Source: an optimization exercise on an open RTL-to-GDS flow (aim: a short achievable clock period and few clock cycles). Production flows keep margins and buffers that such runs may drop. At most, simulation tests tie the RTL to the original design; equivalence was not proved. Function not checked in run 1: the RTL went through the layout flow alone. No activity file was given, so power comes from the tool's default toggle rates.

### flow/config.mk
export PLATFORM = sky130hd
export DESIGN_NAME = mips_single_cycle
export DESIGN_NICKNAME = mips_single_cycle
export VERILOG_FILES = /design/flow/design.v
export SDC_FILE = /design/flow/constraint.sdc
export NUM_CORES = 4
export LEC_CHECK = 0
export ABC_CLOCK_PERIOD_IN_PS = 3000
export CAP_MARGIN = 20
export CORE_MARGIN = 2
export CORE_UTILIZATION = 40
export SLEW_MARGIN = 20
### flow/design.v
module adder_32b (a , b, cin, cout, sum);
  input [31:0] a, b;
  input cin;
  output cout;
  output [31:0] sum;
  assign {cout, sum} = a + b + cin;
endmodule
module alu (a, b, op_add, op_sub, op_and, op_or, op_slt, y);
  input  [31:0] a, b;
  input  op_add, op_sub, op_and, op_or, op_slt;
  output [31:0] y;
  wire [31:0] sum  = a + b;
  wire [31:0] diff = a - b;
  wire lt = (a[31] ^ b[31]) ? a[31] : diff[31];
  assign y = ({32{op_add}} & sum)
           | ({32{op_sub}} & diff)
           | ({32{op_and}} & (a & b))
           | ({32{op_or}}  & (a | b))
           | {31'd0, op_slt & lt};
endmodule
module alu_controller (alu_op, func, operation);
  input [1:0] alu_op;
  input [5:0] func;
  output [2:0] operation;
  reg [2:0] operation;
  always @(alu_op, func)
  begin
    operation = 3'b000;
    if (alu_op == 2'b00)         
      operation = 3'b010;
    else if (alu_op == 2'b01)    
      operation = 3'b110;
    else if (alu_op == 2'b10)
      begin
        case (func)
          6'b100000: operation = 3'b010;   
          6'b100011: operation = 3'b110;   
          6'b100100: operation = 3'b000;   
          6'b100101: operation = 3'b001;   
          6'b101010: operation = 3'b111;   
          default:   operation = 3'b000;
        endcase
      end
      else 
          operation = 3'b111;  
  end
endmodule
module controller (inst, uses_rs, uses_rt, reg_write, dst_rd, dst_31,
                   alu_imm, is_load, is_store, is_beq, is_jr, is_jal,
                   op_add, op_sub, op_and, op_or, op_slt);
  input  [31:0] inst;
  output uses_rs, uses_rt, reg_write, dst_rd, dst_31, alu_imm,
         is_load, is_store, is_beq, is_jr, is_jal,
         op_add, op_sub, op_and, op_or, op_slt;
  wire [5:0] opcode = inst[31:26];
  wire [5:0] func   = inst[5:0];
  wire r_type = (opcode == 6'b000000);
  wire addi   = (opcode == 6'b001001);
  wire slti   = (opcode == 6'b001010);
  assign is_load  = (opcode == 6'b100011);
  assign is_store = (opcode == 6'b101011);
  assign is_beq   = (opcode == 6'b000100);
  assign is_jal   = (opcode == 6'b000011);
  assign is_jr    = (opcode == 6'b000110);
  wire f_add = (func == 6'b100000);
  wire f_sub = (func == 6'b100011);
  wire f_and = (func == 6'b100100);
  wire f_or  = (func == 6'b100101);
  wire f_slt = (func == 6'b101010);
  assign uses_rs   = r_type | addi | slti | is_load | is_store | is_beq | is_jr;
  assign uses_rt   = r_type | is_store | is_beq;
  assign reg_write = r_type | addi | slti | is_load | is_jal;
  assign dst_rd    = r_type;
  assign dst_31    = is_jal;
  assign alu_imm   = addi | slti | is_load | is_store;
  assign op_add = addi | is_load | is_store | is_jal | (r_type & f_add);
  assign op_sub = r_type & f_sub;
  assign op_and = r_type & (f_and | ~(f_add | f_sub | f_or | f_slt));
  assign op_or  = r_type & f_or;
  assign op_slt = slti | (r_type & f_slt);
endmodule
module mux2to1_32b (i0, i1, sel, y);
  input [31:0] i0, i1;
  input sel;
  output [31:0] y;
  assign y = (sel==1'b1) ? i1 : i0;
endmodule
module mux2to1_5b (i0, i1, sel, y);
  input [4:0] i0, i1;
  input sel;
  output [4:0] y;
  assign y = (sel==1'b1) ? i1 : i0;
endmodule
module reg_32b (d_in, sclr, ld, clk, d_out);
  input [31:0] d_in;
  input sclr, ld, clk;
  output [31:0] d_out;
  reg [31:0] d_out;
  always @(posedge clk)
  begin
    if (sclr==1'b1)
      d_out <= 32'd0;
    else if (ld)
      d_out <= d_in;
  end
endmodule
module reg_file (wr_data, rd_reg1, rd_reg2, wr_reg, reg_write, rst, clk, rd_data1, rd_data2);
  input [31:0] wr_data;
  input [4:0] rd_reg1, rd_reg2, wr_reg;
  input reg_write, rst, clk;
  output [31:0] rd_data1, rd_data2;
  reg [31:0] register_file [1:31];
  integer i;
  assign rd_data1 = (rd_reg1 == 5'b0) ? 32'd0 : register_file[rd_reg1];
  assign rd_data2 = (rd_reg2 == 5'b0) ? 32'd0 : register_file[rd_reg2];
  always @(posedge clk)
    if (rst == 1'b1)
      for (i = 1; i < 32; i = i + 1)
        register_file[i] <= 32'd0;
    else if (reg_write == 1'b1 && wr_reg != 5'd0)
      register_file[wr_reg] <= wr_data;
endmodule
module shl2 (d_in, d_out);
  input [31:0] d_in;
  output [31:0] d_out;
  assign d_out = d_in << 2;
endmodule
module shl2_26bit (d_in, d_out);
  input [25:0] d_in;
  output [27:0] d_out;
  assign d_out = {d_in  , 2'b0};
endmodule
module sign_ext (d_in, d_out);
  input [15:0] d_in;
  output [31:0] d_out;
  assign d_out = {{16{d_in[15]}}, d_in};
endmodule
module datapath (clk, rst, inst_adr, inst, data_adr, data_in, data_out,
                 mem_read, mem_write);
  input  clk, rst;
  output [31:0] inst_adr;
  input  [31:0] inst;
  output [31:0] data_adr;
  input  [31:0] data_in;
  output [31:0] data_out;
  output mem_read, mem_write;
  reg  [31:0] pc;
  reg         d_valid;
  reg  [31:0] d_ir;
  reg  [31:0] d_pc4;
  reg         d_fredir;      
  reg         e_valid;       
  reg  [31:0] e_a, e_b, e_sd;
  reg         e_add, e_sub, e_and, e_or, e_slt;
  reg         e_we, e_load, e_store, e_beqc;
  reg  [4:0]  e_wr;
  reg  [31:0] e_btarget;
  reg  [31:0] m_res, m_sd;
  reg         m_we, m_load, m_store;
  reg  [4:0]  m_wr;
  wire [31:0] pc4 = pc + 32'd4;
  wire [5:0]  f_op = inst[31:26];
  wire        f_j  = (f_op == 6'b000010) | (f_op == 6'b000011);
  wire        f_beq_u = (f_op == 6'b000100) & (inst[25:21] == inst[20:16]);
  wire [10:0] f_lo = {1'b0, pc4[11:2]} + {1'b0, inst[9:0]};
  wire        f_sgn = inst[15];
  wire        f_hi_ok = (inst[15:10] == {6{f_sgn}}) & (f_lo[10] == f_sgn);
  wire        f_bfast = f_beq_u & f_hi_ok;
  wire [31:0] f_jtarget = {pc4[31:28], inst[25:0], 2'b00};
  wire [31:0] f_btarget = {pc4[31:12], f_lo[9:0], pc4[1:0]};
  wire uses_rs, uses_rt, dec_we, dst_rd, dst_31, alu_imm,
       is_load, is_store, is_beq, is_jr, is_jal,
       op_add, op_sub, op_and, op_or, op_slt;
  controller CU(d_ir, uses_rs, uses_rt, dec_we, dst_rd, dst_31, alu_imm,
                is_load, is_store, is_beq, is_jr, is_jal,
                op_add, op_sub, op_and, op_or, op_slt);
  wire [4:0] rs = d_ir[25:21];
  wire [4:0] rt = d_ir[20:16];
  wire [4:0] wr = dst_31 ? 5'd31 : (dst_rd ? d_ir[15:11] : rt);
  wire [31:0] imm = {{16{d_ir[15]}}, d_ir[15:0]};
  wire [31:0] m_wdata = m_load ? data_in : m_res;
  wire [31:0] rf_a, rf_b;
  reg_file RF(m_wdata, rs, rt, m_wr, m_we, rst, clk, rf_a, rf_b);
  wire [31:0] e_res;
  alu ALU(e_a, e_b, e_add, e_sub, e_and, e_or, e_slt, e_res);
  wire fe_a = e_we & (e_wr == rs);
  wire fm_a = m_we & (m_wr == rs);
  wire fe_b = e_we & (e_wr == rt);
  wire fm_b = m_we & (m_wr == rt);
  wire [31:0] fwd_a = fe_a ? e_res : fm_a ? m_wdata : rf_a;
  wire [31:0] fwd_b = fe_b ? e_res : fm_b ? m_wdata : rf_b;
  wire rs_eq_rt = (rs == rt);
  wire stall = d_valid & e_load & ((uses_rs & fe_a) | (uses_rt & fe_b));
  wire e_redir = e_valid & e_beqc & (e_a == e_sd);
  wire [31:0] d_btarget = d_pc4 + {imm[29:0], 2'b00};
  wire d_redir = d_valid & ~stall & ~d_fredir & ((is_beq & rs_eq_rt) | is_jr);
  wire [31:0] d_target = is_jr ? fwd_a : d_btarget;
  wire d_go = d_valid & ~stall & ~e_redir;    
  always @(posedge clk) begin
    if (rst) begin
      pc <= 32'd0;
      d_valid <= 1'b0;
    end else if (e_redir) begin
      pc <= e_btarget;
      d_valid <= 1'b0;
    end else if (stall) begin
      pc <= pc;
    end else if (d_redir) begin
      pc <= d_target;
      d_valid <= 1'b0;
    end else begin
      pc <= f_j ? f_jtarget : (f_bfast ? f_btarget : pc4);
      d_valid <= 1'b1;
      d_ir <= inst;
      d_pc4 <= pc4;
      d_fredir <= f_j | f_bfast;
    end
  end
  always @(posedge clk) begin
    if (rst | ~d_go) begin
      e_valid <= 1'b0;
      e_we <= 1'b0; e_load <= 1'b0; e_store <= 1'b0; e_beqc <= 1'b0;
    end else begin
      e_valid <= 1'b1;
      e_we <= dec_we & (wr != 5'd0);
      e_load <= is_load;
      e_store <= is_store;
      e_beqc <= is_beq & ~rs_eq_rt;
    end
    e_a  <= is_jal ? d_pc4 : fwd_a;
    e_b  <= alu_imm ? imm : (is_jal ? 32'd0 : fwd_b);
    e_sd <= fwd_b;
    e_add <= op_add; e_sub <= op_sub; e_and <= op_and; e_or <= op_or; e_slt <= op_slt;
    e_wr <= wr;
    e_btarget <= d_btarget;
  end
  always @(posedge clk) begin
    if (rst) begin
      m_we <= 1'b0; m_load <= 1'b0; m_store <= 1'b0;
    end else begin
      m_we <= e_we; m_load <= e_load; m_store <= e_store;
    end
    m_res <= e_res;
    m_sd  <= e_sd;
    m_wr  <= e_wr;
  end
  assign inst_adr  = pc;
  assign data_adr  = m_res;
  assign data_out  = m_sd;
  assign mem_read  = m_load;
  assign mem_write = m_store;
endmodule
module mips_single_cycle
(rst, clk, inst_adr, inst, data_adr, data_in,
 data_out, mem_read, mem_write);
  input rst, clk;
  output [31:0] inst_adr;
  input  [31:0] inst;
  output [31:0] data_adr;
  input  [31:0] data_in;
  output [31:0] data_out;
  output mem_read, mem_write;
  datapath DP(clk, rst, inst_adr, inst, data_adr, data_in, data_out,
              mem_read, mem_write);
endmodule
### flow/run.sh
#!/bin/bash
# synth_recipe.tcl (not shown) runs the flow's synth.tcl, then flattens the netlist and writes it again
# the make line also repeats each setting of config.mk as NAME=value (left out here)
make -C /OpenROAD-flow-scripts/flow DESIGN_CONFIG=/design/flow/config.mk WORK_HOME=/design/flow/orfs CLKGATE_MAP_FILE= SYNTH_SCRIPT=/design/flow/synth_recipe.tcl finish
### flow/constraint.sdc
create_clock -name core_clock -period 11.0 [get_ports {clk}]
set_input_delay 2.2000 -clock core_clock [delete_from_list [all_inputs] [get_ports {clk}]]
set_output_delay 2.2000 -clock core_clock [all_outputs]
set_load 0.01 [all_outputs]
==> results_dict.tcl, run 1 <==
set metrics [dict create \
    outcome "no timing/DRC/antenna violations" \
    arrival_ps 6280 \
    syn_inst 5617 \
    rows 155 \
    h-tree-depth 4 \
    dieArea_um2 183000 \
    cts_max_path_buffers 3 \
    syn-cell-area_um2 71800 \
    grt_pass1_vias 49600 \
    vias 51100 \
    clockPowerShare_pct 33.6 \
    dr.pass1.iters 6 \
    yosys.area_share.adder_pct 2.49 \
    critPathLaunchType "input port" \
    cts_tree "done" \
    ys.warnings.count 2 \
    switchingPower_mw 4.74 \
    end_kind "register" \
    ant_nets 0 \
    ctsResizeCount 0 \
    ys.flop_type "edfxtp_1" \
    grt_max_degree 114 \
    drt_iter0_markers 7211 \
    synth_edf_count 1089 \
    leakage_nw 28.4 \
    setup_violations 0 \
    yosys.area.top_type "edfxtp_1" \
    cp_max_fo 63 \
    grt_use_total_pct 28.8 \
    synth-simple-area-share_pct 10.9 \
    finalCritPeriodShare_pct 50.8 \
    cts_buffers 149 \
    fin_worst_skew_ps 28.3 \
    final.min_clock_period_ps 5580 \
    post_cts_buffers 0 \
    slew_violations 0 \
    power_density_nw_per_um2 179 \
    drive_gt1_share_pct 19.9 \
    tightest_slew_ps 1150 \
    syn-mean-instance-area_um2 12.8 \
    gp_congestion 0.974 \
    worstPathRequired_ps 11700 \
    netSwitchingFraction_pct 32.6 \
    critPathKind "in2reg" \
    p_int_mw 9.78 \
    slew_headroom_pct 23.3 \
    cts_root_buf "clkbuf_16" \
    synth_top_family_by_area "multiplexers" \
    finalInstanceArea_um2 80900 \
    post-dp-hpwl_um 182000 \
    grt_first_pass_wirelength_um 373000 \
    die_w_um 428 \
    hold_viol 0 \
    clk_latency_ps 820 \
    grt_antenna_before_repair 11 \
    drcViolationCount 0 \
    ys_ff_latch 1347 \
    rsz0062_at_grt "false" \
    hold_path_class "reg2reg" \
    via_per_inst 6.33 \
    drv_cap 0 \
    regArea_um2 37900 \
    wl_um 265000 \
    ys_seq_area_share_pct 52.7 \
    clk_pin_slew_worst_paths_ps 60 \
    fin_tns_setup_ps 0 \
    yosysTopAreaCellShare_pct 45.5 \
    initial_core_util_pct 40.2 \
    coreArea_um2 178000 \
    seqPwrFrac_pct 42.6 \
    nNetsFinal 5808 \
    ir_drop_mv 0.157 \
    port_buffers 163 \
    multi_input_area_um2 32100 \
    syn_to_final_growth_pct 12.7 \
    gr-total-overflow 0 \
    synthXorXnorAreaFrac_pct 1.68 \
    synth.distinct_cells 93 \
    p_comb_share_pct 23.8 \
    die_h_um 428 \
    cts_sinks 1347 \
    synth_compound_area_share_pct 7.12 \
    nFillCells 16000 \
    place_ws_ps 4700 \
    cts-hold-fix-buffers 0 \
    max_freq_mhz 179 \
    synthArstFlopShare_pct 0 \
    wire_per_inst_um 32.8 \
    synth_area_leaders "edfxtp_1 (46%), mux4_2 (20%), dfxtp_1 (7.2%)" \
    layout_setup_ws_ps 5420 \
    placed_area_um2 76300 \
    io_pins 164 \
    synthMuxAreaShare_pct 21.6 \
]
## layout make-up
class	instances	area share, %
diodes	2	0.00619
clock buffers	195	5.05
clock inverters	73	0.682
inverters	169	0.784
multi-input cells	3647	39.7
well taps	2355	3.64
flip-flops and latches	1347	46.8
repair buffers	288	3.27
## worst max-delay path, cell delays in order
cell             delay (ps)
clkdlybuf4s50_1         390
buf_4                   270
inv_2                    90
buf_4                   610
o211a_1                 600
nand2_1                 530
inv_2                   370
buf_4                   770
a221oi_1                250
o31ai_1                 120
## power groups by stage
stage / Sequential [mW] / Combinational, mW / Clock (mW)
6_report: 6.18 / 3.46 / 4.88
5_1_grt: 6.21 / 3.60 / 5.10
4_1_cts: 6.18 / 3.37 / 4.91
3_5_place_dp: 6.28 / 3.36 / 0
3_3_place_gp: 6.27 / 3.35 / 0
2_1_floorplan: 6.10 / 2.02 / 0
## Yosys cell counts, drive strengths merged (26+ instances only)
library cell  instances
nor2               1170
nor2b                27
o221ai               34
o31ai                26
a31oi                28
o21ai               141
a211oi               30
ha                  135
and3                 26
mux2i               104
nor3                 61
buf                 109
edfxtp             1089
nand2               327
a21oi               152
inv                 166
a21o                 48
nor4                 38
mux4                638
clkbuf              376
dfxtp               258
o22ai                31
xor2                 71
xnor2                67
nand3                53
## placed cells by master, fill, tap and decap left out, types with 119 or more instances in the layout
cell type	netlist	layout
nor2_1	1170	1168
edfxtp_1	1089	1089
mux4_2	638	638
nand2_1	327	265
dfxtp_1	258	248
inv_1	166	164
clkdlybuf4s50_1	0	163
clkbuf_16	0	155
a21oi_1	151	151
ha_1	135	135
buf_4	2	119
## flip-flops by register name (all words and copies together) (netlist names), 5 cells and up, named ones only
register / cells
DP.RF.register_file: 1024
DP.d_ir: 32
DP.d_pc4: 32
DP.e_a: 32
DP.e_b: 32
DP.e_btarget: 32
DP.e_sd: 32
DP.m_res: 32
DP.m_sd: 32
DP.pc: 32
DP.e_wr: 5
DP.m_wr: 5
## cells by family (layout without fill, tap and decap cells)
group / Yosys count / in the layout
buf+inv: 654 / 725
xor+xnor: 138 / 138
other cells: 1 / 34
flops: 1347 / 1347
mux: 749 / 749
fa+ha+maj: 140 / 140
simple gates: 1852 / 1852
compound gates: 736 / 736
## per-layer routing
layer  global-route usage, %  vias to the layer above  wire (µm)
met5                       0                        -        131
met4                    15.3                       12      16300
met3                    7.32                      609      29500
met2                    45.1                     3149     122000
met1                    37.0                    26100      96600
li1                        -                    21200          -
## stage by stage
| step | hold slack, ps | util [%] | std cells | power [mW] |
|---|---|---|---|---|
| finish | 366 | 45.3 | 8076 | 14.5 |
| global route | 375 | 45.3 | 8074 | 14.9 |
| CTS | 365 | 45.3 | 8074 | 14.5 |
| detailed placement | 357 | 42.7 | 7806 | 9.64 |
| global placement | 358 | 42.7 | 7806 | 9.62 |
| floorplan | 343 | - | 5648 | 8.12 |
## path summary, 6_finish.rpt
check                    from     endpoint  slack [ps]  cells past startpoint
setup / recovery          rst    DP.pc[30]        5420                     10
hold / removal    DP.e_sd[25]  DP.m_sd[25]         370                      0
setup reg to reg    DP.e_a[8]    DP.pc[31]        5710                     17
hold reg to reg   DP.e_sd[25]  DP.m_sd[25]         370                      0
==> run 2: changes to the inputs <==
--- a/flow/design.v
+++ b/flow/design.v
@@ -104,17 +104,27 @@
       d_out <= d_in;
   end
 endmodule
-module reg_file (wr_data, rd_reg1, rd_reg2, wr_reg, reg_write, rst, clk, rd_data1, rd_data2);
+module reg_file (wr_data, rd_sel1, rd_sel2, wr_reg, reg_write, clr, clk, rd_data1, rd_data2);
   input [31:0] wr_data;
-  input [4:0] rd_reg1, rd_reg2, wr_reg;
-  input reg_write, rst, clk;
+  input [31:0] rd_sel1, rd_sel2;
+  input [4:0] wr_reg;
+  input reg_write, clr, clk;
   output [31:0] rd_data1, rd_data2;
   reg [31:0] register_file [1:31];
   integer i;
-  assign rd_data1 = (rd_reg1 == 5'b0) ? 32'd0 : register_file[rd_reg1];
-  assign rd_data2 = (rd_reg2 == 5'b0) ? 32'd0 : register_file[rd_reg2];
+  reg [31:0] r1, r2;
+  always @* begin
+    r1 = 32'd0;
+    r2 = 32'd0;
+    for (i = 1; i < 32; i = i + 1) begin
+      r1 = r1 | ({32{rd_sel1[i]}} & register_file[i]);
+      r2 = r2 | ({32{rd_sel2[i]}} & register_file[i]);
+    end
+  end
+  assign rd_data1 = r1;
+  assign rd_data2 = r2;
   always @(posedge clk)
-    if (rst == 1'b1)
+    if (clr == 1'b1)
       for (i = 1; i < 32; i = i + 1)
         register_file[i] <= 32'd0;
     else if (reg_write == 1'b1 && wr_reg != 5'd0)
@@ -149,6 +159,10 @@
   reg  [31:0] d_ir;
   reg  [31:0] d_pc4;
   reg         d_fredir;      
+  reg  [31:0] d_rs_oh, d_rt_oh;  
+  reg         fe_a, fe_b;    
+  reg         fm_a, fm_b;    
+  reg         rst_q;         
   reg         e_valid;       
   reg  [31:0] e_a, e_b, e_sd;
   reg         e_add, e_sub, e_and, e_or, e_slt;
@@ -180,13 +194,24 @@
   wire [31:0] imm = {{16{d_ir[15]}}, d_ir[15:0]};
   wire [31:0] m_wdata = m_load ? data_in : m_res;
   wire [31:0] rf_a, rf_b;
-  reg_file RF(m_wdata, rs, rt, m_wr, m_we, rst, clk, rf_a, rf_b);
+  reg_file RF(m_wdata, d_rs_oh, d_rt_oh, m_wr, m_we, rst_q, clk, rf_a, rf_b);
   wire [31:0] e_res;
   alu ALU(e_a, e_b, e_add, e_sub, e_and, e_or, e_slt, e_res);
-  wire fe_a = e_we & (e_wr == rs);
-  wire fm_a = m_we & (m_wr == rs);
-  wire fe_b = e_we & (e_wr == rt);
-  wire fm_b = m_we & (m_wr == rt);
+  wire [4:0] f_rs = inst[25:21];
+  wire [4:0] f_rt = inst[20:16];
+  wire d_we = d_valid & dec_we & (wr != 5'd0);
+  wire n_fe_a = d_we & (wr == f_rs);
+  wire n_fe_b = d_we & (wr == f_rt);
+  wire n_fm_a = e_we & (e_wr == f_rs);
+  wire n_fm_b = e_we & (e_wr == f_rt);
+  reg [31:0] f_rs_oh, f_rt_oh;
+  integer k;
+  always @* begin
+    for (k = 0; k < 32; k = k + 1) begin
+      f_rs_oh[k] = (k != 0) && (f_rs == k);
+      f_rt_oh[k] = (k != 0) && (f_rt == k);
+    end
+  end
   wire [31:0] fwd_a = fe_a ? e_res : fm_a ? m_wdata : rf_a;
   wire [31:0] fwd_b = fe_b ? e_res : fm_b ? m_wdata : rf_b;
   wire rs_eq_rt = (rs == rt);
@@ -196,6 +221,7 @@
   wire d_redir = d_valid & ~stall & ~d_fredir & ((is_beq & rs_eq_rt) | is_jr);
   wire [31:0] d_target = is_jr ? fwd_a : d_btarget;
   wire d_go = d_valid & ~stall & ~e_redir;    
+  always @(posedge clk) rst_q <= rst;
   always @(posedge clk) begin
     if (rst) begin
       pc <= 32'd0;
@@ -205,6 +231,10 @@
       d_valid <= 1'b0;
     end else if (stall) begin
       pc <= pc;
+      fe_a <= 1'b0;
+      fe_b <= 1'b0;
+      fm_a <= fe_a;
+      fm_b <= fe_b;
     end else if (d_redir) begin
       pc <= d_target;
       d_valid <= 1'b0;
@@ -214,6 +244,12 @@
       d_ir <= inst;
       d_pc4 <= pc4;
       d_fredir <= f_j | f_bfast;
+      d_rs_oh <= f_rs_oh;
+      d_rt_oh <= f_rt_oh;
+      fe_a <= n_fe_a;
+      fe_b <= n_fe_b;
+      fm_a <= n_fm_a;
+      fm_b <= n_fm_b;
     end
   end
   always @(posedge clk) begin
@@ -222,7 +258,7 @@
       e_we <= 1'b0; e_load <= 1'b0; e_store <= 1'b0; e_beqc <= 1'b0;
     end else begin
       e_valid <= 1'b1;
-      e_we <= dec_we & (wr != 5'd0);
+      e_we <= d_we;
       e_load <= is_load;
       e_store <= is_store;
       e_beqc <= is_beq & ~rs_eq_rt;
==> flow/flow/run.sh (new file) <==
#!/bin/bash
set -euo pipefail
export SETUP_SLACK_MARGIN=${SETUP_MARGIN_NS:-7.5}
bash standard.sh > standard.log 2>&1
==> flow/standard.sh (new file) <==
#!/bin/bash
# synth_recipe.tcl (not shown) runs the flow's synth.tcl, then flattens the netlist and writes it again
# the make line also repeats each setting of config.mk as NAME=value (left out here)
make -C /OpenROAD-flow-scripts/flow DESIGN_CONFIG=/design/flow/config.mk WORK_HOME=/design/flow/orfs CLKGATE_MAP_FILE= SYNTH_SCRIPT=/design/flow/synth_recipe.tcl "${@:-finish}"
removed: flow/run.sh
==> results_dict.tcl, run 2 <==
set metrics [dict create \
    tightest_slew_ps 1370 \
    cts-hold-fix-buffers 0 \
    max_freq_mhz 233 \
    drt_iter0_markers 14700 \
    dieArea_um2 171000 \
    total_power_mw 13.8 \
    cts_max_path_buffers 3 \
    ys_ff_latch 1372 \
    syn_to_final_growth_pct 20.6 \
    synth_area_leaders "edfxtp_1 (50%), dfxtp_1 (7.4%), nor2_1 (6.8%)" \
    regArea_um2 39000 \
    outcome "no timing/DRC/antenna violations" \
    reg2reg_slack_ps 6720 \
    wire_per_inst_um 43.7 \
    ys.flop_type "edfxtp_1" \
    crit_path_frequent_cell "nor3b_4" \
    setup_violations 0 \
    synth_common_cells "nor2_1 (1207), edfxtp_1 (1123), clkbuf_1 (462), a22oi_1 (354), a22o_1 (337)" \
    synth_edf_count 1123 \
    ir_drop_mv 0.186 \
    hold_path_class "reg2reg" \
    critPathLaunchType "input port" \
    yosysTopAreaCellShare_pct 50.4 \
    synth.distinct_cells 81 \
    slew_headroom_pct 8.24 \
    fin_worst_skew_ps 45.5 \
    synth_most_common_cell "nor2_1" \
    grt_antenna_before_repair 25 \
    top_register "DP.RF.register_file" \
    port_buffers 163 \
    grt_max_degree 72 \
    drcViolationCount 0 \
    cts_root_buf "clkbuf_16" \
    synthArstFlopShare_pct 0 \
    nFillCells 14900 \
    arrival_ps 5010 \
    gr-total-overflow 0 \
    cts_sinks 1372 \
    worstReg2RegEnd "DP.e_a[31]" \
    slew_violations 0 \
    end_kind "register" \
    coreArea_um2 167000 \
    clk_pin_slew_worst_paths_ps 60 \
    cts_buffers 147 \
    ys_seq_area_share_pct 57.8 \
    fin_util_pct 48.4 \
    drive_gt1_share_pct 19.5 \
    fin_tns_setup_ps 0 \
    rows 150 \
    largest_reg_flops 992 \
    power_density_nw_per_um2 170 \
    drv_cap 0 \
    cp_cell_sequence "buf_8 > ha_4 > fa_2 > a21oi_4 > o211ai_1 > or4_4 > a41oi_4 > nor3b_4 > o21ai_4 > buf_12 > buf_16 > buf_6 > nor3b_4 > a211oi_2 > o22ai_1" \
    cp_max_fo 5 \
    syn-mean-instance-area_um2 10.9 \
    ant_nets 0 \
    ys.warnings.count 2 \
    initial_core_util_pct 40.1 \
    die_w_um 413 \
    finalCritPeriodShare_pct 39.0 \
    grt_use_total_pct 43.4 \
    rsz0062_at_grt "true" \
    crit_end "DP.pc[9]" \
    worstSetupStartpoint "inst[0]" \
    grt_pass1_vias 60200 \
    reg2regPathDepth 17 \
    r2r-start "DP.e_a[16]" \
    dr.pass1.iters 11 \
    syn_inst 6126 \
    multi_input_area_um2 28300 \
    gp_congestion 1.00 \
    vias 65800 \
    yosys.area.top_type "edfxtp_1" \
    hold_viol 0 \
    io_pins 164 \
    slowest_delay_ps 460 \
    wl_um 382000 \
    via_per_inst 7.54 \
    syn-cell-area_um2 66900 \
    leakage_nw 28.6 \
    critPathKind "in2reg" \
    clk_latency_ps 840 \
    die_h_um 413 \
    h-tree-depth 4 \
    cts_tree "done" \
    post-dp-hpwl_um 213000 \
    grt_first_pass_wirelength_um 505000 \
    mostFrequentLayoutCells "nor2_1 (1203), edfxtp_1 (1123), buf_4 (413)" \
    worstPathRequired_ps 11720 \
    final.min_clock_period_ps 4290 \
    nNetsFinal 6590 \
    layout_commonest_cell "nor2_1" \
    cp_slowest_cell "or4_4" \
    hold_ws_ps 360 \
]
run 2: cell count changes after synthesis, moves of 39 or more:
cell      change
nand3_1      +63
nand4_1     +127
mux2i_1      -46
nand2_1     -100
mux4_2      -638
a22o_1      +318
inv_1        -39
a22oi_1     +345
a221oi_1    +292
nor3_1       +45
a21oi_1      +95
clkbuf_1     +86
run 2: per-layer routing:
layer  GRT usage (%)  vias to the layer above  routed length, µm
met5            3.39                        -                955
met4            37.2                       30              45700
met3            23.9                     2767              68500
met2            58.5                     7782             147000
met1            49.0                    31300             120000
li1                -                    23900                  -
run 2: how the worst min path moves through the flow:
stage | cells after the start | start | slack (ps) | to
after floorplan | 0 | DP.e_sd[0] | 350 | DP.m_sd[0]
after global placement | 0 | DP.e_sd[3] | 360 | DP.m_sd[3]
after detailed placement | 0 | DP.e_sd[8] | 360 | DP.m_sd[8]
after CTS | 0 | DP.e_sd[3] | 360 | DP.m_sd[3]
after global routing | 0 | DP.e_sd[3] | 370 | DP.m_sd[3]
final | 0 | DP.e_sd[3] | 360 | DP.m_sd[3]
run 2: stage by stage:
| stage | setup slack (ps) | cell area, µm² | cells |
|---|---|---|---|
| 2_1_floorplan | 5070 | 67200 | 6126 |
| 3_3_place_gp | 4940 | 71800 | 8197 |
| 3_5_place_dp | 5000 | 71800 | 8198 |
| 4_1_cts | 6750 | 79200 | 8609 |
| 5_1_grt | 6610 | 80700 | 8705 |
| 6_report | 6710 | 80700 | 8731 |
run 2: cell families after synthesis:
family,synth area share [%]
mux,1.13
flops,57.8
fa+ha+maj,2.67
compound gates,19.3
simple gates,13.4
xor+xnor,1.92
buf+inv,3.71
run 2: power by group:
group,switching [mW],internal [mW]
Clock,2.24,2.77
Combinational,1.76,0.873
Sequential,0.236,5.87
Total,4.24,9.52
run 2: cell type report:
type | count | share of cell area [%]
Inverter | 130 | 0.612
Timing Repair Buffer | 623 | 6.73
Clock inverter | 73 | 0.795
Antenna cell | 30 | 0.0930
Tap cell | 2204 | 3.42
Sequential cell | 1372 | 48.3
Multi-Input combinational cell | 4110 | 35.1
Clock buffer | 189 | 4.96
run 2: what timing repair did:
item | in CTS | in global routing
gates resized for setup | 858 | 174
cloned | 10 | 1
endpoints found under the setup margin | 685 | 274
pin swaps | 74 | 84
setup buffers | 139 | 88
run 2: critical path, delay by kind of cell:
kind	cells	cell delay [ps]
and+or+nand+nor	3	900
buffers and inverters	4	510
AOI/OAI and AO/OA	6	840
adders and majority gates	2	560
Testbench counts of run 2, summed over its fixed seeds: cycles 281,376.

## afterwards: timing with drivers on the ports
Ports are ideal in the flow. The routed layouts listed here were re-timed in OpenROAD. Step 1 sets driving cells, clkbuf_16 on the clock port and buf_2 on the other inputs (assumed; they add their load-dependent delay and slew). Step 2 also shifts input and output timing later by t, the mid clock arrival at the registers, as if the neighbouring blocks saw the same clock. Three values: no drivers, after step 1, after step 2; two values: the first two.
run	t (ns)	setup WS [ns]	worst setup path after step 2	latest minus earliest clock arrival (ns)	cell pins on the clock port's net
run 1	0.883	5.417 / 5.465 / 4.582	input to register	0.032 / 0.033	1
run 2	0.903	6.710 / 6.724 / 5.850	input to register	0.049 / 0.049	1
After both steps every run listed still meets setup and hold. The setup slack of run 2, which loses most, moves by +0.014 ns with the drivers and by -0.860 ns with both steps.
